What follows belongs to an exercise in optimizing a design on an open flow for small area and a short achievable clock period; a production flow would make more cautious choices.
Where RTL was checked, it was by simulation tests only, not by an equivalence proof against the original.
The RTL of runs 2 to 5 was laid out without a check of its function.
Power figures rest on the tool's default switching activity, not on a simulated workload.

File: config.mk
export PLATFORM = sky130hd
export DESIGN_NAME = mult_top
export DESIGN_NICKNAME = mult_top
export VERILOG_FILES = /design/flow/design.v
export SDC_FILE = /design/flow/constraint.sdc
export NUM_CORES = 4
export LEC_CHECK = 0
export CAP_MARGIN = 20
export CORE_MARGIN = 2
export CORE_UTILIZATION = 40
export SLEW_MARGIN = 20
File: constraint.sdc
create_clock -name core_clock -period 7.0 [get_ports {clk}]
set_input_delay 1.4000 -clock core_clock [delete_from_list [all_inputs] [get_ports {clk}]]
set_output_delay 1.4000 -clock core_clock [all_outputs]
set_load 0.01 [all_outputs]
File: design.v
`timescale 1ns / 1ps
module ALM10_SOA(
    input [15:0] x,
    input [15:0] y,
    output [31:0] p
    );
	wire [15:0] x_abs;
	wire [15:0] y_abs;
	assign x_abs = x ^ {16{x[15]}};
	assign y_abs = y ^ {16{y[15]}};
	wire [15:0] kx;
	wire zero_x;
	wire [3:0] code_x;
	LOD16 LODx (
		.data_i(x_abs),
		.zero_o(zero_x),
		.data_o(kx)
	 ); 
	PriorityEncoder_16 PEx (
		.data_i(kx),
		.code_o(code_x)
	 ); 
	wire [15:0] ky;
	wire zero_y;
	wire [3:0] code_y;
	LOD16 LODy (
		.data_i(y_abs),
		.zero_o(zero_y),
		.data_o(ky)
	 ); 
	PriorityEncoder_16 PEy (
			.data_i(ky),
			.code_o(code_y)
		 ); 
	wire [3:0] code_x_inv;
	wire [6:0] barrel_x;
	assign code_x_inv = ~code_x;
	Barrel16L BShiftx (
		.data_i(x_abs),
		.shift_i(code_x_inv),
		.data_o(barrel_x)
 	 ); 
	wire [3:0] code_y_inv;
	wire [6:0] barrel_y;
	assign code_y_inv = ~code_y;
	Barrel16L BShifty (
		.data_i(y_abs),
		.shift_i(code_y_inv),
		.data_o(barrel_y)
 	 );
	wire [9:0] op1;
	wire [9:0] op2;
	wire [19:0] L;
	wire c_in;
	assign op1 = {1'b0,code_x,barrel_x[5:1]};
	assign op2 = {1'b0,code_y,barrel_y[5:1]};
	assign c_in = barrel_x[0] & barrel_y[0];
	assign L[19:10] = op1 + op2 + c_in;
	assign L[9:0] = {10{1'b1}};
	wire [31:0] tmp_out; 
	AntiLog anti_log(
		.data_i(L),
		.data_o(tmp_out)
	);
	wire prod_sign; 
	wire [31:0] tmp_sign;
	assign prod_sign = x[15] ^ y[15];
	assign tmp_sign = {32{prod_sign}} ^ tmp_out;
	wire not_zero;
	assign not_zero = (~zero_x | x[15] | x[0]) & (~zero_y | y[15] | y[0]);
	assign p = not_zero ? tmp_sign : 32'b0;
endmodule
module AntiLog(
	input [19:0] data_i,
	output [31:0] data_o
	);
	wire [31:0] l1_in;
	wire [31:0] l1_out;
	wire [4:0] k_enc;
	wire [4:0] k_enc_inc;
	assign l1_in = {16'b0,1'b1,data_i[14:0]};
	assign k_enc = {1'b0,data_i[18:15]};
	carry_lookahead_inc inc_inst(
     .i_add1(k_enc),
     .o_result(k_enc_inc)
     );	
	Barrel32L L1shift (
		.data_i(l1_in),
		.shift_i(k_enc_inc),
		.data_o(l1_out)
 	 );
	wire [15:0] r_in;
	wire [15:0] r_out;
	wire [3:0] enc;
	assign enc = ~data_i[18:15];
	assign r_in = {1'b1,data_i[14:0]};
	Barrel16R Rshift (
		.data_i(r_in),
		.shift_i(enc),
		.data_o(r_out)
 	 );
	wire lr;
	wire [15:0] out_msb;
	assign lr = data_i[19];
	assign out_msb = {16{lr}} & l1_out[31:16];
	wire [15:0] out_lsb;
	assign out_lsb = lr ? l1_out[15:0] : r_out;
	assign data_o = {out_msb,out_lsb};
endmodule
module PriorityEncoder_16_old(
    input [15:0] data_i,
    output reg [3:0] code_o
    );
	always @*
		case (data_i)
         16'b0000000000000001 : code_o = 4'b0000;
         16'b0000000000000010 : code_o = 4'b0001;
         16'b0000000000000100 : code_o = 4'b0010;
         16'b0000000000001000 : code_o = 4'b0011;
         16'b0000000000010000 : code_o = 4'b0100;
         16'b0000000000100000 : code_o = 4'b0101;
         16'b0000000001000000 : code_o = 4'b0110;
         16'b0000000010000000 : code_o = 4'b0111;
         16'b0000000100000000 : code_o = 4'b1000;
         16'b0000001000000000 : code_o = 4'b1001;
         16'b0000010000000000 : code_o = 4'b1010;
         16'b0000100000000000 : code_o = 4'b1011;
         16'b0001000000000000 : code_o = 4'b1100;
         16'b0010000000000000 : code_o = 4'b1101;
         16'b0100000000000000 : code_o = 4'b1110;
         16'b1000000000000000 : code_o = 4'b1111;
			default     : code_o = 4'b0000;
		endcase
endmodule
module PriorityEncoder_16(
    input [15:0] data_i,
    output [3:0] code_o
    );
    wire [7:0] tmp0;
    assign tmp0 = {data_i[15],data_i[13],data_i[11],data_i[9],data_i[7],data_i[5],data_i[3],data_i[1]};
    OR_tree code0(tmp0,code_o[0]);
    wire [7:0] tmp1;
    assign tmp1 = {data_i[15],data_i[14],data_i[11],data_i[10],data_i[7],data_i[6],data_i[3],data_i[2]};
    OR_tree code1(tmp1,code_o[1]);
    wire [7:0] tmp2;
    assign tmp2 = {data_i[15],data_i[14],data_i[13],data_i[12],data_i[7],data_i[6],data_i[5],data_i[4]};
    OR_tree code2(tmp2,code_o[2]);
    wire [7:0] tmp3;
    assign tmp3 = {data_i[15],data_i[14],data_i[13],data_i[12],data_i[11],data_i[10],data_i[9],data_i[8]};
    OR_tree code3(tmp3,code_o[3]);
endmodule
module OR_tree(
    input [7:0] data_i,
    output data_o
    );
    wire [3:0] tmp1;
    wire [1:0] tmp2;
    assign tmp1 = data_i[3:0] | data_i[7:4];
    assign tmp2 = tmp1[1:0] | tmp1[3:2];
    assign data_o = tmp2[0] | tmp2[1];
endmodule
module LOD4(
    input [3:0] data_i,
    output [3:0] data_o
    );
	 wire mux0;
	 wire mux1;
	 wire mux2;
	 assign mux2 = (data_i[3]==1) ? 1'b0 : 1'b1;
	 assign mux1 = (data_i[2]==1) ? 1'b0 : mux2;
	 assign mux0 = (data_i[1]==1) ? 1'b0 : mux1;
	 assign data_o[3] = data_i[3];
	 assign data_o[2] =(mux2 & data_i[2]);
	 assign data_o[1] =(mux1 & data_i[1]);
	 assign data_o[0] =(mux0 & data_i[0]);
endmodule
module Muxes2in1Array4(
    input [3:0] data_i,
    input select_i,
    output [3:0] data_o
    );
	assign data_o[3] = select_i ? data_i[3] : 1'b0;
	assign data_o[2] = select_i ? data_i[2] : 1'b0;
	assign data_o[1] = select_i ? data_i[1] : 1'b0;
	assign data_o[0] = select_i ? data_i[0] : 1'b0;
endmodule
module LOD16(
    input [15:0] data_i,
    output zero_o,
    output [15:0] data_o
    );
	 wire [15:0] z;
	 wire [3:0] select;
	 wire [3:0] zdet;
	 assign zdet[3] = data_i[15] | data_i[14] | data_i[13] | data_i[12];
	 assign zdet[2] = data_i[11] | data_i[10] | data_i[9] | data_i[8];
	 assign zdet[1] = data_i[7] | data_i[6] | data_i[5] | data_i[4];
	 assign zdet[0] = data_i[3] | data_i[2] | data_i[1] | data_i[0];
	 assign zero_o = ~(zdet[3] | zdet[2] | zdet[1] | zdet[0]);
	 LOD4 lod4_3 (
		.data_i(data_i[15:12]), 
		.data_o(z[15:12])
	 );
	 LOD4 lod4_2 (
		.data_i(data_i[11:8]), 
		.data_o(z[11:8])
	 );
	 LOD4 lod4_1 (
		.data_i(data_i[7:4]), 
		.data_o(z[7:4])
	 );
	 LOD4 lod4_0 (
		.data_i(data_i[3:0]), 
		.data_o(z[3:0])
	 );
	 LOD4 lod4_middle (
		.data_i(zdet), 
		.data_o(select)
	 );
	 Muxes2in1Array4 Inst_MUX214_3 (
		.data_i(z[15:12]), 
		.select_i(select[3]), 
		.data_o(data_o[15:12])
    );
	 Muxes2in1Array4 Inst_MUX214_2 (
		.data_i(z[11:8]), 
		.select_i(select[2]), 
		.data_o(data_o[11:8])
    );
	 Muxes2in1Array4 Inst_MUX214_1 (
		.data_i(z[7:4]), 
		.select_i(select[1]), 
		.data_o(data_o[7:4])
    );
	 Muxes2in1Array4 Inst_MUX214_0 (
		.data_i(z[3:0]), 
		.select_i(select[0]), 
		.data_o(data_o[3:0])
    );
endmodule
module Barrel16L(
    input [15:0] data_i,
    input [3:0] shift_i,
    output [6:0] data_o
    );
   reg [15:0] tmp;
   always @*
      case (shift_i)
         4'b0000: tmp = data_i;
         4'b0001: tmp = data_i << 1;
         4'b0010: tmp = data_i << 2;
         4'b0011: tmp = data_i << 3;
         4'b0100: tmp = data_i << 4;
         4'b0101: tmp = data_i << 5;
         4'b0110: tmp = data_i << 6;
         4'b0111: tmp = data_i << 7;
         4'b1000: tmp = data_i << 8;
         4'b1001: tmp = data_i << 9;
         4'b1010: tmp = data_i << 10;
         4'b1011: tmp = data_i << 11;
         4'b1100: tmp = data_i << 12;
         4'b1101: tmp = data_i << 13;
         4'b1110: tmp = data_i << 14;
         default: tmp = data_i << 15;
      endcase
	assign data_o = tmp[15:9];
endmodule
module Barrel16R(
    input [15:0] data_i,
    input [3:0] shift_i,
    output reg [15:0] data_o
    );
   always @*
      case (shift_i)
         4'b0000: data_o = data_i;
         4'b0001: data_o = data_i >> 1;
         4'b0010: data_o = data_i >> 2;
         4'b0011: data_o = data_i >> 3;
         4'b0100: data_o = data_i >> 4;
         4'b0101: data_o = data_i >> 5;
         4'b0110: data_o = data_i >> 6;
         4'b0111: data_o = data_i >> 7;
         4'b1000: data_o = data_i >> 8;
         4'b1001: data_o = data_i >> 9;
         4'b1010: data_o = data_i >> 10;
         4'b1011: data_o = data_i >> 11;
         4'b1100: data_o = data_i >> 12;
         4'b1101: data_o = data_i >> 13;
         4'b1110: data_o = data_i >> 14;
         default: data_o = data_i >> 15;
      endcase
endmodule
module Barrel32L(
    input [31:0] data_i,
    input [4:0] shift_i,
    output reg [31:0] data_o
    );
   always @*
      case (shift_i)
         5'b00000: data_o = data_i;
         5'b00001: data_o = data_i << 1;
         5'b00010: data_o = data_i << 2;
         5'b00011: data_o = data_i << 3;
         5'b00100: data_o = data_i << 4;
         5'b00101: data_o = data_i << 5;
         5'b00110: data_o = data_i << 6;
         5'b00111: data_o = data_i << 7;
         5'b01000: data_o = data_i << 8;
         5'b01001: data_o = data_i << 9;
         5'b01010: data_o = data_i << 10;
         5'b01011: data_o = data_i << 11;
         5'b01100: data_o = data_i << 12;
         5'b01101: data_o = data_i << 13;
         5'b01110: data_o = data_i << 14;
	     5'b01111: data_o = data_i << 15;
         default:  data_o = data_i << 16;
      endcase
endmodule
module FAd(a,b,c,cy,sm);
	input a,b,c;
	output cy,sm;
	wire x,y,z;
	xor x1(x,a,b);
	xor x2(sm,x,c);
	and a1(y,a,b);
	and a2(z,x,c);
	or o1(cy,y,z);
endmodule
module carry_lookahead_inc
  (
   input [4:0] i_add1,
   output [4:0]  o_result
   );
  wire [5:0]     w_C;
  wire [4:0]   w_SUM;
  genvar  ii;
  generate 
    for (ii=0; ii<5; ii=ii+1) 
      begin: once_told
         assign w_SUM[ii] = i_add1[ii] ^ w_C[ii];
      end
  endgenerate
  genvar jj;
  generate
    for (jj=0; jj<5; jj=jj+1) 
      begin : someone
        assign w_C[jj+1] = (i_add1[jj] & w_C[jj]);
      end
  endgenerate
  assign w_C[0] = 1'b1;  
  assign o_result = w_SUM;    
endmodule  
`timescale 1ns / 10ps
module mult_top(
    input clk,
    input  [15:0] x,
    input  [15:0] y,
    output reg [31:0] p_out
    );
    wire [31:0] P_vec;
    reg [15:0] X_vec;
    reg [15:0] Y_vec;
    ALM10_SOA mult(X_vec,Y_vec,P_vec); 
    always @(posedge clk) 
    begin
        p_out <= P_vec;
        X_vec <= x;
        Y_vec <= y;
    end
endmodule
File: run.sh
#!/bin/bash
# synth_recipe.tcl (not shown) runs the flow's synth.tcl, then flattens the netlist and writes it again
# the make line also repeats each setting of config.mk as NAME=value (left out here)
make -C /OpenROAD-flow-scripts/flow DESIGN_CONFIG=/design/flow/config.mk WORK_HOME=/design/flow/orfs CLKGATE_MAP_FILE= SYNTH_SCRIPT=/design/flow/synth_recipe.tcl finish
==> results of run 1 <==
## where the power goes
| part | leakage [nW] | switching (mW) | internal [mW] |
|---|---|---|---|
| clock network | 0.139 | 0.185 | 0.250 |
| logic | 2.45 | 0.911 | 0.652 |
| registers | 0.540 | 0.0408 | 0.462 |
| total | 3.13 | 1.14 | 1.36 |
## routing by layer
layer / GRT usage, % / vias to the layer above / share of wire, %
li1: - / 3767 / -
met2: 37.8 / 406 / 44
met1: 37.2 / 3665 / 47
met4: 8.04 / 0 / 2.0
met3: 2.52 / 32 / 7.2
met5: 0 / - / 0
## sequential cells by signal, summed over array words and instances (netlist names)
name / cells
X_vec: 16
p_out: 32
Y_vec: 16
## path summary, 6_finish.rpt
check / start / endpoint / slack (ps) / depth (start not counted)
setup reg to reg: X_vec[15]$_DFF_P_ / p_out[14]$_SDFF_PN0_ / 370 / 27
setup / recovery: X_vec[15]$_DFF_P_ / p_out[14]$_SDFF_PN0_ / 370 / 27
hold reg to reg: X_vec[1]$_DFF_P_ / p_out[18]$_SDFF_PN0_ / 980 / 4
hold / removal: X_vec[1]$_DFF_P_ / p_out[18]$_SDFF_PN0_ / 980 / 4
## area by class of cell
| type | count | share of cell area (%) |
|---|---|---|
| clock buffers | 10 | 2.86 |
| clock inverters | 6 | 0.524 |
| inverters | 23 | 1.06 |
| multi-input cells | 776 | 63.3 |
| flip-flops and latches | 64 | 15.4 |
| well taps | 225 | 3.37 |
| repair buffers | 129 | 13.5 |
## through the flow
step / std cells / setup WS, ps
6_report: 1233 / 368
3_5_place_dp: 1217 / 199
3_3_place_gp: 1217 / 298
4_1_cts: 1233 / 180
2_1_floorplan: 960 / 28.7
5_1_grt: 1233 / 39.5
## cells in the final DEF (no fill, tap or decap), types with 5 or more instances in the layout
master / synthesis / layout
a211oi_1: 17 / 15
a211oi_2: 4 / 6
a21o_1: 5 / 5
a21oi_1: 69 / 68
a221o_1: 15 / 15
a221oi_1: 21 / 20
a22oi_1: 9 / 9
a311oi_1: 6 / 6
a31oi_1: 23 / 23
a32oi_1: 5 / 5
and2_1: 10 / 10
and3_1: 8 / 8
buf_4: 1 / 64
clkbuf_16: 0 / 9
clkdlybuf4s50_1: 0 / 64
dfxtp_1: 64 / 62
ha_1: 8 / 8
inv_1: 18 / 18
mux2i_1: 47 / 47
nand2_1: 86 / 86
nand2b_1: 11 / 11
nand3_1: 23 / 23
nand4_1: 8 / 8
nor2_1: 91 / 90
nor2b_1: 10 / 10
nor3_1: 22 / 22
nor3b_1: 5 / 5
o2111ai_1: 7 / 6
o211ai_1: 17 / 17
o21ai_0: 59 / 57
o21ai_1: 7 / 7
o221a_2: 6 / 6
o221ai_1: 15 / 15
o22ai_1: 17 / 16
or3_1: 11 / 11
or4_1: 5 / 5
xnor2_1: 12 / 12
xor2_1: 18 / 18
## worst reg2reg max path, stage by stage, from the launching register on
cell	delay [ps]
dfxtp_4	420
or4_4	590
mux2_4	340
a221o_2	360
nand3_4	150
nand2_4	120
o32ai_1	230
a21oi_1	100
o31a_1	320
fa_1	430
inv_1	110
fa_2	260
a211oi_2	100
o21ai_1	210
buf_4	180
nor2_1	50
o311a_1	340
xor2_1	220
inv_2	130
ha_1	400
buf_4	230
nor2_1	80
nor2_1	120
a311oi_1	60
a221o_1	300
a311o_1	290
a22o_1	200
mux2i_1	120
## cell families after synthesis
group / count (synthesis)
buffers and inverters: 120
AO/OA/AOI/OAI: 367
adder cells (fa/ha/maj): 10
AND/OR/NAND/NOR: 313
flip-flops: 64
multiplexers: 54
XOR/XNOR: 32
==> notes.md, run 1 <==
Worst Skew=about 8.7 ps; H-tree Lvls=3; top-area cell type share of the netlist area=between 10% and 20%; ANT cells=0; area grow syn2layout=19.0%; First-pass DRT Iterations=7; Clock Latency Late Sink=roughly 350 ps; YS warnings=4; clock sink count=64; post-synth cell types=97; most frequent cell after synthesis=nor2_1; Post-Syn Instances=960; sequential cell area fraction in the yosys report=a little under a fifth; RSZ-0062 raised after global routing=no; Wirelength per Cell=around 19 µm; post-layout instance area=approximately 8400 µm²; period utilisation layout=94.7%; Post-synth top cells=nor2_1 (91), nand2_1 (86), clkbuf_1 (70), a21oi_1 (69), dfxtp_1 (64); pin count of the biggest net entering global routing=37; critical path required time=between 7000 and 8000 ps; Net Count, Synth=between 1000 and 1500; Crit-path slowest cell=or4_4; num rows=48; Core Region=roughly 17000 µm²; max incr delay on CP=580 ps; vias in the first global route=around 7000; clk slew on worst S/H paths=about 60 ps; Mapped Avg Cell Area=approximately 7.3 µm²; Hold Crit Class=flop to flop; Max FO, Critical Path=22; Simple-Gate Fraction of Synth Area=between 20% and 30%; HPWL after DPL=about 17000 µm; Initial Utilization=40.8%; setup bufs post-CTS=0; Slew headroom=a little under two fifths; CTS Hold Bufs=0; post-synthesis cell area=approximately 7000 µm²; Fin. Hold Viols=0; Reg area=~1300 µm²; CTS buffer count=9; final setup violation count=0; Setup CP Type=flop to flop; MaxCap Viol Count=0; ranking of synthesized cells by area=dfxtp_1 (18%), mux2i_1 (6.7%), a21oi_1 (4.9%); Leak=around 3.1 nW; antenna violations before repair=0; vias=roughly 8000; final net count=around 1000; max-slew violations=0; adder-cell share of the synthesized area=about 2%; via/cell ratio=6.38; final wirelength=~23000 µm; leading area contributor after synthesis=dfxtp_1; CP Buf/Inv Count=4; PwrDens=about 300 nW/µm²; Startpoint Class=flop; family with the most delay on the worst path=compound AO/OA/AOI/OAI gates; die width=about 140 µm; fraction of layout cells with a size suffix above 1=14.6%; Post-synth EDFFs=0; mux share of post-synthesis cell area=7.90%; flops & latches, synth=64; I/O Buffers=64; number of gates resized after cts=0; Worst EP arrival=6830 ps; final core occ=about half; Synth async-reset ratio=0%; placed cell areas=8020 µm²; setup_tns=0 ps; peak supply drop=0.211 mV; Clock Tree Buf Depth=2; compound-gate portion of the synthesized area=a little under two fifths; CP endpoint kind=flop; clock root buffer=clkbuf_16; fillers=~1700; DRT antenna net count=0; ys flop type=dfxtp_1; WHS=between 900 and 1000 ps; die height=around 140 µm; total power=2.50 mW; Residual DRC=0; routability cong.=0.961; DIE AREA=18600 µm²; status=finished clean; fmax=151 MHz; Starting DRT DRC Count=around 860; first-pass GRT wire length=37600 µm; GR Overflow Total=0; area of the multi-input gates=approximately 5300 µm²; most frequent CP cell=nor2_1; largest family of logic cells by synthesized area=compound AO/OA/AOI/OAI gates; GRT Total Usage=25.1%; Slew @ Worst Pin=923 ps; Synth Area in XOR/XNOR=4.40%; fin crit period=6630 ps; IO Count=65; CTS tree=done
==> run 2: changes to the inputs <==
==> design.v (replaced) <==
`timescale 1ns / 1ps
module ALM10_SOA_lod(
    input  [14:0] a,
    output reg [3:0] k,
    output [5:0] f
    );
    integer i;
    always @* begin
        k = 4'd0;
        for (i = 1; i < 15; i = i + 1)
            if (a[i]) k = i;
    end
    wire [20:0] ext = {a, 6'b0};
    wire [20:0] sh  = ext << (4'd14 - k);
    assign f = sh[19:14];
endmodule
module ALM10_SOA_log(
    input  [15:0] x,
    input  [15:0] y,
    output [8:0]  lx,
    output [8:0]  ly,
    output        c,
    output        sgn,
    output        nz
    );
    wire [15:0] xa = x ^ {16{x[15]}};
    wire [15:0] ya = y ^ {16{y[15]}};
    wire [3:0] kx, ky;
    wire [5:0] fx, fy;
    ALM10_SOA_lod lodx(.a(xa[14:0]), .k(kx), .f(fx));
    ALM10_SOA_lod lody(.a(ya[14:0]), .k(ky), .f(fy));
    assign lx  = {kx, fx[5:1]};
    assign ly  = {ky, fy[5:1]};
    assign c   = fx[0] & fy[0];
    assign sgn = x[15] ^ y[15];
    assign nz  = (|x) & (|y);
endmodule
module ALM10_SOA_add(
    input  [8:0] lx,
    input  [8:0] ly,
    input        c,
    output [9:0] s
    );
    assign s = lx + ly + c;
endmodule
module ALM10_SOA_antilog(
    input  [9:0]  s,
    input         sgn,
    input         nz,
    output [31:0] p
    );
    wire [15:0] m = {1'b1, s[4:0], 10'b1111111111};
    wire [46:0] sh = {31'b0, m} << s[9:5];
    wire [31:0] o = sh[46:15];
    assign p = nz ? (o ^ {32{sgn}}) : 32'b0;
endmodule
module ALM10_SOA(
    input [15:0] x,
    input [15:0] y,
    output [31:0] p
    );
    wire [8:0] lx, ly;
    wire [9:0] s;
    wire c, sgn, nz;
    ALM10_SOA_log     lg(.x(x), .y(y), .lx(lx), .ly(ly), .c(c), .sgn(sgn), .nz(nz));
    ALM10_SOA_add     ad(.lx(lx), .ly(ly), .c(c), .s(s));
    ALM10_SOA_antilog al(.s(s), .sgn(sgn), .nz(nz), .p(p));
endmodule
`timescale 1ns / 10ps
module mult_top(
    input clk,
    input  [15:0] x,
    input  [15:0] y,
    output [31:0] p_out
    );
    wire [8:0] lx, ly;
    wire [9:0] s;
    wire c, sgn, nz;
    reg  [8:0] lx1, ly1;
    reg  c1, sgn1, nz1, sgn2, nz2;
    reg  [9:0] s2;
    ALM10_SOA_log lg(.x(x), .y(y), .lx(lx), .ly(ly), .c(c), .sgn(sgn), .nz(nz));
    ALM10_SOA_add ad(.lx(lx1), .ly(ly1), .c(c1), .s(s));
    always @(posedge clk) begin
        lx1 <= lx;  ly1 <= ly;  c1 <= c;  sgn1 <= sgn;  nz1 <= nz;
        s2 <= s;    sgn2 <= sgn1;  nz2 <= nz1;
    end
    ALM10_SOA_antilog al(.s(s2), .sgn(sgn2), .nz(nz2), .p(p_out));
endmodule
--- a/config.mk
+++ b/config.mk
@@ -9,3 +9,4 @@
 export CORE_MARGIN = 2
 export CORE_UTILIZATION = 40
+export SETUP_SLACK_MARGIN = 3.0
 export SLEW_MARGIN = 20
==> run 2 against run 1 <==
Clock skew fell by 4.7 ps. Maximum frequency rose by 68%. Design area fell by 31%. Power fell by 39%. Sequential power fell by about 40%. Final cell count fell by 32%. Routed wire length fell by 44%. Die area fell by 33%. Count of clock-buffer cells in the layout fell by 5. Highest routed layer unchanged. Global-route usage fell by 4.8 points. Combinational power fell by 35%.
==> notes.md, run 2 <==
die width=111 µm (-18%); flops & latches, synth=33 (-48%); GR Overflow Total=0 (unchanged); die height=111 µm (-18%); Starting DRT DRC Count=364 (-58%); Mapped Avg Cell Area=7.04 µm² (-3.9%); post-synthesis cell area=4620 µm² (-34%); fin crit period=3950 ps (-2680 ps); routability cong.=0.916 (-4.6%); H-tree Lvls=2 (-1); Core Region=11300 µm² (-34%); MaxCap Viol Count=0 (unchanged); Worst EP arrival=2550 ps (-4280 ps); PwrDens=265 nW/µm² (-11%); first-pass GRT wire length=21500 µm (-43%); sequential cell area fraction in the yosys report=14.3% (-3.9 points); I/O Buffers=64 (unchanged); Slew headroom=52.3% (+14 points); fmax=253 MHz (+68%); Max FO, Critical Path=13 (-41%); placed cell areas=5210 µm² (-35%); period utilisation layout=56.4% (-38 points); DIE AREA=12400 µm² (-33%); Setup WS pre-CTS=1630 ps (+1430 ps); Residual DRC=0 (unchanged); Synth async-reset ratio=0% (unchanged); Post-Syn Instances=656 (-32%); Wirelength per Cell=15.8 µm (-17%); commonest non-fill, non-tap cell in the layout=nand2_1; HPWL after DPL=9910 µm (-42%); max incr delay on CP=600 ps (+20 ps); First-pass DRT Iterations=5 (-2); CP endpoint kind=output pin; Hold Crit Class=flop to flop; clk slew on worst S/H paths=50 ps (about the same); family with the most delay on the worst path=compound AO/OA/AOI/OAI gates; GRT Total Usage=20.3% (-4.8 points); YS warnings=2 (-2); Leak=2.24 nW (-28%); most frequent cell after synthesis=nand2_1; Post-synth EDFFs=0 (unchanged); critical path required time=5600 ps (-1600 ps); Crit-path slowest cell=clkdlybuf4s50_1; num rows=39 (-19%); Regs by FF count=s2 (10), lx1 (9), ly1 (9); max-slew violations=0 (unchanged); post-layout instance area=5740 µm² (-31%); Startpoint Class=flop; antenna violations before repair=0 (unchanged); Slew @ Worst Pin=714 ps (-208 ps); CP Buf/Inv Count=1 (-3); commonest non-fill, non-tap cells in the layout=nand2_1 (56), nor2_1 (49), clkdlybuf4s50_1 (42); Setup CP Type=flop to output pin; clock root buffer=clkbuf_16; Most flops, register=s2; Synth Area in XOR/XNOR=10.0% (+5.6 points); ys flop type=dfxtp_1; ranking of synthesized cells by area=dfxtp_1 (14%), mux2i_1 (7.8%), xnor2_1 (6.8%); via/cell ratio=5.82 (-8.8%); ANT cells=0 (unchanged); area grow syn2layout=24.3%; Initial Utilization=40.8% (about the same); largest family of logic cells by synthesized area=compound AO/OA/AOI/OAI gates; mux share of post-synthesis cell area=10.2% (+2.3 points); total power=1.52 mW (-39%); max reg flops=10 (-69%); CTS Hold Bufs=0 (unchanged); top-area cell type share of the netlist area=14.3% (-3.9 points); WHS=324 ps (-653 ps); Fin. Hold Viols=0 (unchanged); post-synth cell types=78 (-20%); setup_tns=0 ps (unchanged); RSZ-0062 raised after global routing=yes; final setup violation count=0 (unchanged); final worst slack=3050 ps (+2680 ps); Clock Latency Late Sink=270 ps (-80 ps); CTS buffer count=5 (-4); leading area contributor after synthesis=dfxtp_1; Net Count, Synth=701 (-30%); final wirelength=13200 µm (-44%); Worst Skew=3.96 ps (-4.74 ps); Simple-Gate Fraction of Synth Area=25.8% (+3.9 points); status=finished clean; compound-gate portion of the synthesized area=28.9% (-9.3 points); CTS tree=done; Clock Tree Buf Depth=2 (unchanged); worst-path cell chain=nor2b_1, a211oi_1, a21oi_1, mux2i_2, or3_1, a21boi_0, clkdlybuf4s50_1; adder-cell share of the synthesized area=3.58% (+1.6 points); register-to-register setup slack=4820 ps (+4450 ps); pin count of the biggest net entering global routing=39 (+5.4%); vias in the first global route=4426 (-37%); fraction of layout cells with a size suffix above 1=13.6% (-1.0 points); vias=4862 (-38%); IO Count=65 (unchanged); DRT antenna net count=0 (unchanged); final net count=736 (-30%); Post-synth top cells=nand2_1 (56), nor2_1 (53), a21oi_1 (40), o21ai_0 (37); clock sink count=33 (-48%); peak supply drop=0.170 mV (-19%)
[run 2: cell count changes after synthesis, moves of 9 or more]
| cell | previous run | this run |
|---|---|---|
| nor2_1 | 91 | 53 |
| and2_1 | 10 | 26 |
| a221oi_1 | 21 | 4 |
| clkbuf_1 | 70 | 34 |
| dfxtp_1 | 64 | 33 |
| a21oi_1 | 69 | 40 |
| nand2_1 | 86 | 56 |
| a31oi_1 | 23 | 3 |
| xnor2_1 | 12 | 36 |
| a211oi_1 | 17 | 8 |
| a221o_1 | 15 | 1 |
| mux2i_1 | 47 | 36 |
| o21ai_0 | 59 | 37 |
[run 2: repair_timing]
action                     in CTS  in global routing
pin swaps                       2                 11
buffers inserted                7                 12
gates cloned                    0                  0
resized for setup              40                 55
setup endpoints to repair      43                 31
[run 2: metrics by stage]
stage | std cells | util [%]
after floorplan | 656 | -
after global placement | 808 | 46.0
after detailed placement | 808 | 46.0
after CTS | 823 | 48.5
after global routing | 835 | 50.7
final | 835 | 50.7
[run 2: per-layer routing]
layer  wire (µm)  GRT usage, %  up-vias
met5           0             0        -
met4         288          6.09        0
met3         574          1.80       20
met2        6520          35.9      175
met1        5810          26.3     2238
li1            -             -     2429
[run 2: path summary, 6_finish.rpt]
check / from / endpoint / depth (start not counted)
worst max-delay path: s2[6]$_DFF_P_ / p_out[25] / 7
worst min-delay path: nz1$_DFF_P_ / nz2$_DFF_P_ / 0
worst max register to register: ly1[0]$_DFF_P_ / s2[8]$_DFF_P_ / 12
worst min register to register: nz1$_DFF_P_ / nz2$_DFF_P_ / 0
[run 2: power breakdown]
| group | internal, mW | switching [mW] |
|---|---|---|
| Sequential | 0.239 | 0.0614 |
| Clock | 0.130 | 0.0727 |
| Combinational | 0.509 | 0.507 |
[run 2: layout make-up]
type | count | area [µm²]
inverters | 24 | 101
fillers | 1146 | 5580
flip-flops and latches | 33 | 674
multi-input cells | 542 | 3830
repair buffers | 85 | 810
well taps | 143 | 179
clock inverters | 3 | 17.5
clock buffers | 5 | 125
[run 2: cells by family (layout without fill, tap and decap cells)]
| group | count (synthesis) | count (layout) |
|---|---|---|
| DFF | 33 | 33 |
| AOI/OAI and AO/OA | 194 | 194 |
| xor gates and xnor gates | 51 | 51 |
| muxes | 46 | 46 |
| and+or+nand+nor | 239 | 239 |
| buffers and inverters | 81 | 117 |
| adders and majority gates | 12 | 12 |
==> run 3: changes to the inputs <==
--- a/config.mk
+++ b/config.mk
@@ -9,4 +9,3 @@
 export CORE_MARGIN = 2
 export CORE_UTILIZATION = 40
-export SETUP_SLACK_MARGIN = 3.0
 export SLEW_MARGIN = 20
==> run 3 against run 2 <==
Synthesized area unchanged. Synthesized cell count did not move. Via count shrank 2.4%. Clock power hardly changed. Die area stayed put. Routed wire length fell by 3.6%. Power shrank 5.9%. First-iteration DRC count shrank 3.8%. Register-to-register slack is essentially flat. Critical path type is now primary input to flop. Largest cell class unchanged. Largest power group unchanged.
==> notes.md, run 3 <==
CTS Hold Bufs=0 (unchanged); Regs by FF count=s2 (10), lx1 (9), ly1 (9); GR Overflow Total=0 (unchanged); flops & latches, synth=33 (unchanged); Post-synth EDFFs=0 (unchanged); CTS tree=done; area grow syn2layout=15.9%; clock root buffer=clkbuf_16; CTS buffer count=5 (unchanged); clk slew on worst S/H paths=50 ps (about the same); Initial Utilization=40.8% (unchanged); most frequent cell after synthesis=nand2_1; Clock Latency Late Sink=270 ps (about the same); YS warnings=2 (unchanged); CP endpoint kind=flop; Fin. Hold Viols=0 (unchanged); Reg area=661 µm² (-2.0%); Wirelength per Cell=15.6 µm (-1.4%); Most flops, register=s2; Starting DRT DRC Count=350 (-3.8%); Net Count, Synth=701 (unchanged); peak supply drop=0.178 mV (+4.4%); I/O Buffers=64 (unchanged); First-pass DRT Iterations=5 (unchanged); HPWL after DPL=9910 µm (unchanged); post-synth cell types=78 (unchanged); routability cong.=0.916 (unchanged); fmax=194 MHz (-23%); ANT cells=0 (unchanged); critical path required time=7200 ps (+1600 ps); GRT Total Usage=20.0% (-0.32 points); IO Count=65 (unchanged); Slew headroom=35.6% (-17 points); antenna violations before repair=0 (unchanged); num rows=39 (unchanged); fraction of layout cells with a size suffix above 1=4.46% (-9.1 points); commonest non-fill, non-tap cells in the layout=clkdlybuf4s50_1 (64), nand2_1 (56), nor2_1 (53); Clock Tree Buf Depth=2 (unchanged); final wirelength=12700 µm (-3.6%); Max FO, Critical Path=25 (+12); MaxCap Viol Count=0 (unchanged); Crit-path slowest cell=clkdlybuf4s50_1; fillers=1181 (+3.1%); die height=111 µm (unchanged); vias in the first global route=4369 (-1.3%); max incr delay on CP=1110 ps (+510 ps); clock sink count=33 (unchanged); die width=111 µm (unchanged); number of gates resized after cts=0 (-100%); final setup violation count=0 (unchanged); setup bufs post-CTS=0 (-7); ranking of synthesized cells by area=dfxtp_1 (14%), mux2i_1 (7.8%), xnor2_1 (6.8%); Setup CP Type=primary input to flop; pin count of the biggest net entering global routing=39 (unchanged); total power=1.43 mW (-5.9%); CP Buf/Inv Count=2 (+1); max reg flops=10 (unchanged); Slew @ Worst Pin=940 ps (+225 ps); Core Region=11300 µm² (unchanged); family with the most delay on the worst path=compound AO/OA/AOI/OAI gates; Residual DRC=0 (unchanged); max-slew violations=0 (unchanged); first-pass GRT wire length=21200 µm (-1.4%); Worst EP arrival=5340 ps (+2790 ps); Leak=2.01 nW (-10%); WHS=324 ps (-0.172 ps); Mapped Avg Cell Area=7.04 µm² (unchanged); Startpoint Class=primary input; fin crit period=5150 ps (+1200 ps); period utilisation layout=73.5% (+17 points); sequential cell area fraction in the yosys report=14.3% (unchanged); DIE AREA=12400 µm² (unchanged); area of the multi-input gates=3620 µm² (-5.5%); leading area contributor after synthesis=dfxtp_1; post-synthesis cell area=4620 µm² (unchanged); Hold Crit Class=flop to flop; via/cell ratio=5.81 (-0.13%); ys flop type=dfxtp_1; PwrDens=267 nW/µm² (+0.88%); Post-synth top cells=nand2_1 (56), nor2_1 (53), a21oi_1 (40), o21ai_0 (37); Synth async-reset ratio=0% (unchanged); vias=4745 (-2.4%); commonest non-fill, non-tap cell in the layout=clkdlybuf4s50_1; final net count=717 (-2.6%); Worst Skew=4.04 ps (+0.0744 ps); setup_tns=0 ps (unchanged); H-tree Lvls=2 (unchanged); Post-Syn Instances=656 (unchanged); DRT antenna net count=0 (unchanged); worst-path cell chain=clkdlybuf4s50_1, inv_2, ha_1, a21oi_1, o21ai_1, a31oi_1, a211oi_1, o22ai_1, a22oi_1, nor3_1; status=finished clean; top-area cell type share of the netlist area=14.3% (unchanged); RSZ-0062 raised after global routing=no
==> run 3: cell count changes in the layout (fill, tap and decap cells not counted), sizes merged <==
cell and change:
inv +1, clkinv +2, dlygate4sd2 -4, buf -19, clkbuf -4, dlymetal6s2s -13
clkdlybuf4s15 -1, clkdlybuf4s50 +22, clkinvlp -3
==> run 3: power breakdown <==
part           leakage, nW  switching [mW]  internal, mW  total, mW
combinational         1.66           0.457         0.459      0.916
clock               0.0696          0.0725         0.130      0.202
sequential           0.276          0.0759         0.234      0.310
==> run 3: layer usage <==
metal	up-vias	wire length, µm	GRT usage (%)
met5	-	0	0
met4	0	275	6.09
met3	18	683	2.07
met2	178	6190	35.2
met1	2158	5570	25.8
li1	2391	-	-
==> run 3: logic make-up after synthesis <==
family / after synthesis / share of synthesized area [%]
fa+ha+maj: 12 / 3.58
mux: 46 / 10.2
simple gates: 239 / 25.8
flops: 33 / 14.3
xor+xnor: 51 / 10.0
buf+inv: 81 / 7.21
compound gates: 194 / 28.9
==> run 3: cell type report <==
cell class	instances	area share, %
sequential	33	12.3
timing repair buffer	66	12.3
clock inverter	3	0.327
clock buffer	5	2.34
multi-input combinational	542	67.7
inverter	24	1.68
tap	143	3.34
==> run 3: stage by stage <==
step           util [%]  setup WS, ps  area, µm²  cells
3_5_place_dp       46.0          1630       5210    808
5_1_grt            47.3          1490       5350    816
3_3_place_gp       46.0          1810       5210    808
6_report           47.3          1850       5350    816
2_1_floorplan         -          3180       4620    656
4_1_cts            47.3          1900       5350    816
==> run 3: path summary, 6_finish.rpt <==
path,start,endpoint,slack [ps],cells after the start
setup / recovery,y[15],c1$_DFF_P_,1850,10
hold / removal,nz1$_DFF_P_,nz2$_DFF_P_,320,0
setup reg to reg,ly1[0]$_DFF_P_,s2[8]$_DFF_P_,4820,12
hold reg to reg,nz1$_DFF_P_,nz2$_DFF_P_,320,0
==> run 4: changes to the inputs <==
--- a/config.mk
+++ b/config.mk
@@ -9,3 +9,4 @@
 export CORE_MARGIN = 2
 export CORE_UTILIZATION = 40
+export SETUP_SLACK_MARGIN = 4.0
 export SLEW_MARGIN = 20
==> run 4 against run 3 <==
First-iteration DRC count up 36%. Clock skew shrank 2.5 ps. Clock power rose by 9%. Count of clock-buffer cells in the layout grew 2. Sequential share of layout area shrank 3.1 points. Combinational power grew 82%. Via count rose by 15%. Die area unchanged. Worst setup slack improved by 1400 ps. Sequential cell count unchanged. Power is 54% higher. Synthesized cell count did not move. Largest cell class unchanged.
==> notes.md, run 4 <==
Most flops, register=s2; clk slew on worst S/H paths=50 ps (about the same); Post-synth EDFFs=0 (unchanged); fraction of layout cells with a size suffix above 1=44.8% (+40 points); status=finished clean; MaxCap Viol Count=0 (unchanged); Slew headroom=48.4% (+13 points); peak supply drop=0.225 mV (+26%); clock sink count=33 (unchanged); top-area cell type share of the netlist area=14.3% (unchanged); critical path required time=5600 ps (-1600 ps); most frequent cell after synthesis=nand2_1; Mapped Avg Cell Area=7.04 µm² (unchanged); Leak=2.93 nW (+46%); RSZ-0062 raised after global routing=yes; max reg flops=10 (unchanged); HPWL after DPL=9850 µm (-0.61%); YS warnings=2 (unchanged); antenna violations before repair=0 (unchanged); Worst Skew=1.54 ps (-2.50 ps); leading area contributor after synthesis=dfxtp_1; Post-synth top cells=nand2_1 (56), nor2_1 (53), a21oi_1 (40), o21ai_0 (37); Setup CP Type=flop to output pin; Regs by FF count=s2 (10), lx1 (9), ly1 (9); setup_tns=0 ps (unchanged); post-synthesis cell area=4620 µm² (unchanged); total power=2.20 mW (+54%); post-synth cell types=78 (unchanged); PwrDens=298 nW/µm² (+12%); Wirelength per Cell=17.8 µm (+14%); commonest non-fill, non-tap cell in the layout=buf_4; Worst EP arrival=2310 ps (-3030 ps); num rows=39 (unchanged); final net count=826 (+15%); Slew @ Worst Pin=772 ps (-167 ps); I/O Buffers=64 (unchanged); via/cell ratio=5.91 (+1.7%); CP endpoint kind=output pin; sequential cell area fraction in the yosys report=14.3% (unchanged); Starting DRT DRC Count=477 (+36%); Net Count, Synth=701 (unchanged); Initial Utilization=40.8% (unchanged); Clock Tree Buf Depth=2 (unchanged); Core Region=11300 µm² (unchanged); ys flop type=dfxtp_1; final wirelength=16500 µm (+30%); Startpoint Class=flop; max-slew violations=0 (unchanged); final setup violation count=0 (unchanged); Clock Latency Late Sink=270 ps (about the same); Most Crowded Layer GR=met2; clock root buffer=clkbuf_16; vias in the first global route=5090 (+17%); final core occ=65.3% (+18 points); Residual DRC=0 (unchanged); ANT cells=0 (unchanged); IO Count=65 (unchanged); CTS buffer count=5 (unchanged); CTS tree=done; GRT Total Usage=23.1% (+3.1 points); commonest non-fill, non-tap cells in the layout=buf_4 (75), nand2_1 (45), nor2_1 (39); H-tree Lvls=2 (unchanged); area grow syn2layout=60.1%; Max FO, Critical Path=6 (-76%); fmax=269 MHz (+39%); pin count of the biggest net entering global routing=39 (unchanged); global-route met3 utilization=3.10% (+1.0 points); First-pass DRT Iterations=5 (unchanged); flops & latches, synth=33 (unchanged); Fin. Hold Viols=0 (unchanged); routability cong.=0.920 (+0.38%); GR Overflow Total=0 (unchanged); ranking of synthesized cells by area=dfxtp_1 (14%), mux2i_1 (7.8%), xnor2_1 (6.8%); Synth async-reset ratio=0% (unchanged); first-pass GRT wire length=24500 µm (+16%); GR Layer Usage met2=42.6% (+7.4 points); DRT antenna net count=0 (unchanged); die height=111 µm (unchanged); Post-Syn Instances=656 (unchanged); fin crit period=3710 ps (-1430 ps); global routing usage on met1=27.6% (+1.8 points); Hold Crit Class=flop to flop; vias=5471 (+15%); period utilisation layout=53.1% (-20 points); die width=111 µm (unchanged); DIE AREA=12400 µm² (unchanged)
[run 4: path summary, 6_finish.rpt]
check / start / endpoint / slack, ps / cells after the start
worst max-delay path: s2[6]$_DFF_P_ / p_out[1] / 3290 / 8
worst max register to register: c1$_DFF_P_ / s2[8]$_DFF_P_ / 4790 / 12
worst min register to register: nz1$_DFF_P_ / nz2$_DFF_P_ / 340 / 0
worst min-delay path: nz1$_DFF_P_ / nz2$_DFF_P_ / 340 / 0
[run 4: report_power, final]
group / total (mW) / internal [mW] / switching (mW)
Combinational: 1.67 / 0.864 / 0.801
Sequential: 0.318 / 0.242 / 0.0756
Clock: 0.220 / 0.150 / 0.0696
[run 4: layout make-up]
cell class / instances / area [µm²]
inverters: 24 / 111
well taps: 143 / 179
repair buffers: 175 / 1630
clock inverters: 1 / 5.00
fillers: 913 / 3930
multi-input cells: 542 / 4630
flip-flops and latches: 33 / 683
clock buffers: 7 / 153
[run 4: stage by stage]
stage / hold slack (ps) / std cells / setup WS, ps / instance area (µm²)
after floorplan: 310 / 656 / 3310 / 4900
after global placement: 312 / 808 / 2120 / 5370
after detailed placement: 317 / 808 / 2070 / 5370
after CTS: 340 / 903 / 3410 / 6940
after global routing: 335 / 925 / 3140 / 7390
final: 336 / 925 / 3290 / 7390
[run 4: cell families after synthesis]
family,after synthesis,share of synthesized area [%]
and+or+nand+nor,239,25.8
AOI/OAI and AO/OA,194,28.9
buffers and inverters,81,7.21
xor gates and xnor gates,51,10.0
muxes,46,10.2
DFF,33,14.3
adders and majority gates,12,3.58
[run 4: timing repair]
| action | 4_1_cts | 5_1_grt |
|---|---|---|
| hold buffers | 0 | 0 |
| setup endpoints to repair | 51 | 43 |
| pin swaps | 76 | 50 |
| setup buffers | 84 | 21 |
| resized for setup | 417 | 91 |
| gates cloned | 3 | 1 |
[run 4: critical path, stage by stage (launching register included)]
cell     delay [ps]
dfxtp_4         390
buf_12          160
buf_12          130
buf_4           140
o41ai_1         600
o21ai_2         150
xnor2_1         210
and2_1          140
buf_2           130
[run 4: per-layer routing]
layer,wire [µm],vias to the layer above,share of wire [%]
li1,-,2618,-
met1,6730,2599,41
met2,8470,210,51
met3,760,44,4.6
met4,514,0,3.1
met5,0,-,0
==> run 5: changes to the inputs <==
--- a/config.mk
+++ b/config.mk
@@ -9,4 +9,4 @@
 export CORE_MARGIN = 2
 export CORE_UTILIZATION = 40
-export SETUP_SLACK_MARGIN = 4.0
+export SETUP_SLACK_MARGIN = 3.5
 export SLEW_MARGIN = 20
==> run 5 against run 4 <==
Design area shrank 10%. Sequential share of layout area is 1.1 points higher. Clock skew about the same. Final cell count decreased by 5.2%. Non-clock buffer count decreased by 49. Clock power down 8%. Count of clock-buffer cells in the layout shrank 2. Critical path type unchanged. Largest power group unchanged.
==> notes.md, run 5 <==
Slew @ Worst Pin=732 ps (-40.6 ps); GR Overflow Total=0 (unchanged); commonest non-fill, non-tap cells in the layout=nand2_1 (50), buf_4 (48), nor2_1 (43); RSZ-0062 raised after global routing=yes; Max FO, Critical Path=3 (-3); final setup violation count=0 (unchanged); Reg2Reg Depth=12 (unchanged); fin crit period=3580 ps (-135 ps); period utilisation layout=51.1% (-1.9 points); via/cell ratio=5.92 (about the same); setup_tns=0 ps (unchanged); ys flop type=dfxtp_1; final wirelength=14800 µm (-10%); Residual DRC=0 (unchanged); Worst Skew=1.55 ps (+0.0126 ps); family with the most delay on the worst path=buffers and inverters; die height=111 µm (unchanged); Crit path depth=9 (+1); Wirelength per Cell=16.9 µm (-5.1%); sequential cell area fraction in the yosys report=14.3% (unchanged); Starting DRT DRC Count=284 (-40%); IO Count=65 (unchanged); max incr delay on CP=380 ps (-220 ps); H-tree Lvls=2 (unchanged); clk slew on worst S/H paths=50 ps (about the same); num rows=39 (unchanged); area of the multi-input gates=4470 µm² (-3.4%); post-synth cell types=78 (unchanged); peak supply drop=0.237 mV (+5.4%); area grow syn2layout=43.3%; max-slew violations=0 (unchanged); Min-Delay Path Depth=0 (unchanged); flops & latches, synth=33 (unchanged); fraction of layout cells with a size suffix above 1=35.4% (-9.3 points); Mapped Avg Cell Area=7.04 µm² (unchanged); Most flops, register=s2; First-pass DRT Iterations=4 (-1); antenna violations before repair=0 (unchanged); fillers=1029 (+13%); max reg flops=10 (unchanged); clock sink count=33 (unchanged); Inst Count DP=808 (unchanged); top-area cell type share of the netlist area=14.3% (unchanged); commonest non-fill, non-tap cell in the layout=nand2_1; ranking of synthesized cells by area=dfxtp_1 (14%), mux2i_1 (7.8%), xnor2_1 (6.8%); vias in the first global route=4849 (-4.7%); clock root buffer=clkbuf_16; status=finished clean; Synth async-reset ratio=0% (unchanged); Slew headroom=51.2% (+2.7 points); Startpoint Class=flop; DIE AREA=12400 µm² (unchanged); Regs by FF count=s2 (10), lx1 (9), ly1 (9); GRT Total Usage=22.1% (-1.0 points); Post-synth EDFFs=0 (unchanged); YS warnings=2 (unchanged); Net Count, Synth=701 (unchanged); CP endpoint kind=output pin; CP Buf/Inv Count=3 (-1); HPWL after DPL=9790 µm (-0.63%); I/O Buffers=64 (unchanged); leading area contributor after synthesis=dfxtp_1; CTS tree=done; most frequent cell after synthesis=nand2_1; Core Region=11300 µm² (unchanged); Worst EP arrival=2180 ps (-130 ps); PwrDens=280 nW/µm² (-6.0%); CTS buffer count=5 (unchanged); Post-Syn Instances=656 (unchanged); Fin. Hold Viols=0 (unchanged); vias=5192 (-5.1%); Hold Crit Class=flop to flop; total power=1.85 mW (-16%); Post-synth top cells=nand2_1 (56), nor2_1 (53), a21oi_1 (40), o21ai_0 (37); Clock Tree Buf Depth=2 (unchanged); die width=111 µm (unchanged); MaxCap Viol Count=0 (unchanged); final net count=778 (-5.8%); post-synthesis cell area=4620 µm² (unchanged); ANT cells=0 (unchanged); worst-path cell chain=nor2b_2, a211oi_4, a21oi_2, buf_6, mux2i_4, buf_4, or3_1, a21boi_1, dlygate4sd2_1; Crit-path slowest cell=dfxtp_2; Initial Utilization=40.8% (unchanged); first-pass GRT wire length=23400 µm (-4.2%); final std cells w/o fill=877 (-5.2%); fmax=279 MHz (+3.8%); Reg area=682 µm² (-0.18%); pin count of the biggest net entering global routing=39 (unchanged); critical path required time=5600 ps (about the same); Clock Latency Late Sink=270 ps (about the same); Setup CP Type=flop to output pin; Leak=2.54 nW (-13%); DRT antenna net count=0 (unchanged); routability cong.=0.946 (+2.8%)
==> run 5: cell counts after synthesis <==
No cell type changed its count.
==> run 5: repair_timing <==
| item | CTS | global route |
|---|---|---|
| gates resized for setup | 237 | 164 |
| endpoints found under the setup margin | 47 | 37 |
| pin swaps | 31 | 36 |
| buffers inserted | 40 | 20 |
| cloned | 1 | 0 |
| hold buffers | 0 | 0 |
==> run 5: cell type report <==
class | count | share of cell area (%)
multi-input cells | 543 | 67.6
clock inverters | 3 | 0.265
clock buffers | 5 | 1.89
well taps | 143 | 2.70
flip-flops and latches | 33 | 10.3
repair buffers | 126 | 15.6
inverters | 24 | 1.59
==> run 5: logic make-up (layout without fill, tap and decap cells) <==
family | Yosys count | count (layout) | synth area share, %
compound gates | 194 | 195 | 28.9
fa+ha+maj | 12 | 12 | 3.58
buf+inv | 81 | 158 | 7.21
flops | 33 | 33 | 14.3
xor+xnor | 51 | 51 | 10.0
simple gates | 239 | 239 | 25.8
mux | 46 | 46 | 10.2
==> run 5: report_power, final <==
group          total (mW)  leakage (nW)  internal (mW)  switching (mW)
Sequential          0.315         0.277          0.242          0.0731
Clock               0.202        0.0696          0.130          0.0723
Combinational        1.34          2.19          0.663           0.673
==> run 5: path summary, 6_finish.rpt <==
check / to / slack [ps] / start
max: p_out[25] / 3420 / s2[2]$_DFF_P_
min: nz2$_DFF_P_ / 320 / nz1$_DFF_P_
max reg2reg: s2[8]$_DFF_P_ / 4810 / ly1[0]$_DFF_P_
min reg2reg: nz2$_DFF_P_ / 320 / nz1$_DFF_P_
==> run 5: through the flow <==
step	utilization, %	setup WS, ps	hold slack, ps	cell area, µm²
floorplan	-	3310	310	4690
detailed placement	46.5	1720	312	5260
finish	58.4	3420	324	6620
global placement	46.5	1820	312	5260
global route	58.4	3340	341	6620
CTS	54.2	3320	324	6140
==> run 5: routing by layer <==
| layer | wire (µm) | up-vias | GRT usage [%] |
|---|---|---|---|
| met5 | 0 | - | 0 |
| met4 | 448 | 0 | 7.49 |
| met3 | 636 | 40 | 1.91 |
| met2 | 7530 | 181 | 40.0 |
| met1 | 6210 | 2443 | 27.6 |
| li1 | - | 2528 | - |
==> run 6: changes to the inputs <==
==> design.v (replaced) <==
`timescale 1ns / 1ps
module ALM10_SOA_log(
    input  [15:0] x,
    input  [15:0] y,
    output [9:0]  s,
    output        sgn,
    output        nz
    );
    wire [15:0] xa = x ^ {16{x[15]}};
    wire [15:0] ya = y ^ {16{y[15]}};
    wire [3:0] kx, ky;
    wire [5:0] fx, fy;
    ALM10_SOA_lod lodx(.a(xa[14:0]), .k(kx), .f(fx));
    ALM10_SOA_lod lody(.a(ya[14:0]), .k(ky), .f(fy));
    assign s   = {1'b0, kx, fx[5:1]} + {1'b0, ky, fy[5:1]} + (fx[0] & fy[0]);
    assign sgn = x[15] ^ y[15];
    assign nz  = (|x) & (|y);
endmodule
module ALM10_SOA_lod(
    input  [14:0] a,
    output reg [3:0] k,
    output [5:0] f
    );
    integer i;
    always @* begin
        k = 4'd0;
        for (i = 1; i < 15; i = i + 1)
            if (a[i]) k = i;
    end
    wire [20:0] ext = {a, 6'b0};
    wire [20:0] sh  = ext << (4'd14 - k);
    assign f = sh[19:14];
endmodule
module ALM10_SOA_antilog(
    input  [9:0]  s,
    input         sgn,
    input         nz,
    output [31:0] p
    );
    wire [15:0] m = {1'b1, s[4:0], 10'b1111111111};
    wire [46:0] sh = {31'b0, m} << s[9:5];
    wire [31:0] o = sh[46:15];
    assign p = nz ? (o ^ {32{sgn}}) : 32'b0;
endmodule
module ALM10_SOA(
    input [15:0] x,
    input [15:0] y,
    output [31:0] p
    );
    wire [9:0] s;
    wire sgn, nz;
    ALM10_SOA_log     lg(.x(x), .y(y), .s(s), .sgn(sgn), .nz(nz));
    ALM10_SOA_antilog al(.s(s), .sgn(sgn), .nz(nz), .p(p));
endmodule
`timescale 1ns / 10ps
module mult_top(
    input clk,
    input  [15:0] x,
    input  [15:0] y,
    output [31:0] p_out
    );
    wire [9:0] s;
    wire sgn, nz;
    reg  [9:0] s1, s2;
    reg  sgn1, sgn2, nz1, nz2;
    ALM10_SOA_log lg(.x(x), .y(y), .s(s), .sgn(sgn), .nz(nz));
    always @(posedge clk) begin
        s1 <= s;   sgn1 <= sgn;   nz1 <= nz;
        s2 <= s1;  sgn2 <= sgn1;  nz2 <= nz1;
    end
    ALM10_SOA_antilog al(.s(s2), .sgn(sgn2), .nz(nz2), .p(p_out));
endmodule
--- a/config.mk
+++ b/config.mk
@@ -9,4 +9,3 @@
 export CORE_MARGIN = 2
 export CORE_UTILIZATION = 40
-export SETUP_SLACK_MARGIN = 3.5
 export SLEW_MARGIN = 20
==> run 6 against run 5 <==
Power fell by 28%. Core utilization fell by 11 points. Sequential power fell by 19%. Clock power fell by 64%. Global-route usage fell by 2.5 points. Sequential share of layout area fell by 0.44 points. Register-to-register slack improved by 1800 ps. Count of clock-buffer cells in the layout fell by 2. Routed wire length fell by 25%. Still clean. Synthesized cell count fell by 10%. Final cell count fell by 14%.
==> notes.md, run 6 <==
antenna violations before repair=0 (unchanged); Startpoint Class=primary input; ranking of synthesized cells by area=dfxtp_1 (12%), mux2i_1 (9.4%), xnor2_1 (8.9%); num rows=37 (-5.1%); max-slew violations=0 (unchanged); ANT cells=0 (unchanged); MaxCap Viol Count=0 (unchanged); sequential cell area fraction in the yosys report=11.6% (-2.7 points); most frequent cell after synthesis=nor2_1; H-tree Lvls=1 (-1); Core Region=10200 µm² (-10%); Post-Syn Instances=588 (-10%); Post-synth top cells=nor2_1 (48), nand2_1 (46), xnor2_1 (42), mux2i_1 (39), o21ai_0 (38); Logic pwr share=75.3% (+3.2 points); final setup violation count=0 (unchanged); Hold Crit Class=flop to flop; PwrDens=273 nW/µm² (-2.4%); clk slew on worst S/H paths=70 ps (+20 ps); area grow syn2layout=17.4%; WHS=327 ps (+3.23 ps); Clock Latency Late Sink=250 ps (-20 ps); CTS tree=done; Net Count, Synth=633 (-9.7%); Initial Utilization=40.7% (-0.070 points); post-synthesis cell area=4150 µm² (-10%); Worst Skew=0.952 ps (-0.595 ps); die height=106 µm (-5.0%); Starting DRT DRC Count=398 (+40%); DIE AREA=11200 µm² (-9.8%); CP endpoint kind=flop; max incr delay on CP=500 ps (+120 ps); top-area cell type share of the netlist area=11.6% (-2.7 points); via/cell ratio=5.76 (-2.7%); final worst slack=935 ps (-2490 ps); final wirelength=11200 µm (-25%); First-pass DRT Iterations=5 (+1); Regs by FF count=s1 (10), s2 (10); pin count of the biggest net entering global routing=37 (-5.1%); Crit-path slowest cell=clkdlybuf4s50_1; commonest non-fill, non-tap cell in the layout=clkdlybuf4s50_1; Fin. Hold Viols=0 (unchanged); first-pass GRT wire length=18600 µm (-21%); switch share=44.6% (+0.42 points); Max FO, Critical Path=23 (+20); Slew @ Worst Pin=743 ps (+11.7 ps); final net count=661 (-15%); Worst EP arrival=6250 ps (+4070 ps); commonest non-fill, non-tap cells in the layout=clkdlybuf4s50_1 (64), nor2_1 (48), nand2_1 (46); flops & latches, synth=24 (-27%); critical path required time=7190 ps (+1590 ps); Flop pwr share=19.3% (+2.3 points); post-synth cell types=74 (-5.1%); leading area contributor after synthesis=dfxtp_1; Wirelength per Cell=14.9 µm (-12%); vias=4322 (-17%); GRT Total Usage=19.6% (-2.5 points); Setup WS pre-CTS=703 ps (-1020 ps); YS warnings=2 (unchanged); Synth async-reset ratio=0% (unchanged); I/O Buffers=64 (unchanged); Residual DRC=0 (unchanged); Clock Power Share=5.5% (-5.4 points); fin crit period=6070 ps (+2490 ps); Clock Tree Buf Depth=2 (unchanged); setup bufs post-CTS=0 (-100%); vias in the first global route=3810 (-21%); Psw=594 µW (-28%); routability cong.=0.964 (+2.0%); fmax=165 MHz (-41%); GR Overflow Total=0 (unchanged); CTS buffer count=3 (-2); HPWL after DPL=8790 µm (-10%); Slew headroom=50.4% (-0.78 points); Inst Count DP=747 (-7.5%); clock sink count=24 (-27%); Mapped Avg Cell Area=7.05 µm² (+0.20%); Post-synth EDFFs=0 (unchanged); CTS Hold Bufs=0 (unchanged); status=finished clean; Setup CP Type=primary input to flop; clock root buffer=clkbuf_8; total power=1.33 mW (-28%); peak supply drop=0.158 mV (-33%); IO Count=65 (unchanged); Pint=737 µW (-29%); fraction of layout cells with a size suffix above 1=6.03% (-29 points); Leak=1.94 nW (-24%); final std cells w/o fill=750 (-14%); setup_tns=0 ps (unchanged); period utilisation layout=86.6% (+36 points); number of gates resized after cts=0 (-100%); DRT antenna net count=0 (unchanged); ys flop type=dfxtp_1; die width=106 µm (-5.0%); RSZ-0062 raised after global routing=no
run 6: critical path, delay by kind of cell:
kind	cells	cell delay [ps]
AO/OA/AOI/OAI	10	1640
XOR/XNOR	3	550
adder cells (fa/ha/maj)	3	860
buffers and inverters	6	1300
multiplexers	1	240
AND/OR/NAND/NOR	3	250
run 6: per-layer routing:
metal  global-route usage, %  vias up  routed length, µm
met1                    27.5     1999               5100
met4                    4.51        0                193
met5                       0        -                  0
li1                        -     2160                  -
met2                    32.6      149               5230
met3                    1.73       14                644
run 6: final timing paths:
path                 startpoint  cells past startpoint  slack [ps]            end
setup / recovery          x[15]                     26         930  s1[8]$_DFF_P_
hold / removal    s1[0]$_DFF_P_                      0         330  s2[0]$_DFF_P_
setup reg to reg  s1[3]$_DFF_P_                      0        6600  s2[3]$_DFF_P_
hold reg to reg   s1[0]$_DFF_P_                      0         330  s2[0]$_DFF_P_
run 6: power by group through the flow:
stage	Combinational, mW	Sequential, mW	Clock, mW
final	1.00	0.256	0.0729
after global routing	1.11	0.267	0.0826
after CTS	1.01	0.256	0.0764
after detailed placement	1.00	0.259	0
after global placement	1.00	0.257	0
after floorplan	0.705	0.211	0
run 6: logic make-up (layout without fill, tap and decap cells):
group / Yosys count / in the layout / synth area share (%)
and+or+nand+nor: 208 / 208 / 24.9
AOI/OAI and AO/OA: 162 / 162 / 27.4
buffers and inverters: 79 / 105 / 7.78
xor gates and xnor gates: 58 / 58 / 12.4
muxes: 44 / 44 / 11.7
DFF: 24 / 24 / 11.6
adders and majority gates: 13 / 13 / 4.22
run 6: cell type report:
class | count | area [µm²]
Fill cell | 1058 | 5320
Tap cell | 136 | 170
Timing Repair Buffer | 77 | 738
Clock buffer | 3 | 41.3
Inverter | 25 | 93.8
Sequential cell | 24 | 480
Multi-Input combinational cell | 485 | 3340
run 6: metrics by stage:
stage,utilization (%),instance area (µm²)
finish,47.8,4870
global route,47.8,4870
CTS,47.8,4870
detailed placement,47.4,4830
global placement,47.4,4830
floorplan,-,4150

## afterwards: timing with drivers on the ports
In the flow no input, the clock included, has a driving cell. The finished layouts below were timed again as built, in two steps. Step 1 assumes that a clkbuf_16 drives the clock port and a buf_2 every other input. Step 2 times the ports against the registers' clock, not the clock port: input delays grow and output delays shrink by t, the midpoint of the rising clock arrivals with the driver on. Slacks: ideal ports / drivers / drivers and shift; pairs: ideal ports / drivers.
run | t (ns) | setup WS [ns] | worst data-port slew with drivers (ns)
run 1 | 0.395 | 0.368 / 0.368 / 0.368 | 0.05
run 2 | 0.303 | 3.051 / 3.017 / 2.807 | 0.03
run 3 | 0.303 | 1.852 / 1.865 / 1.562 | 0.03
run 4 | 0.295 | 3.286 / 3.257 / 3.071 | 0.14
run 5 | 0.303 | 3.422 / 3.390 / 3.179 | 0.06
run 6 | 0.280 | 0.935 / 0.942 / 0.663 | 0.04
After both steps every run listed still meets setup and hold. The setup slack of run 3, which loses most, moves by +0.013 ns with the drivers and by -0.290 ns with both steps.
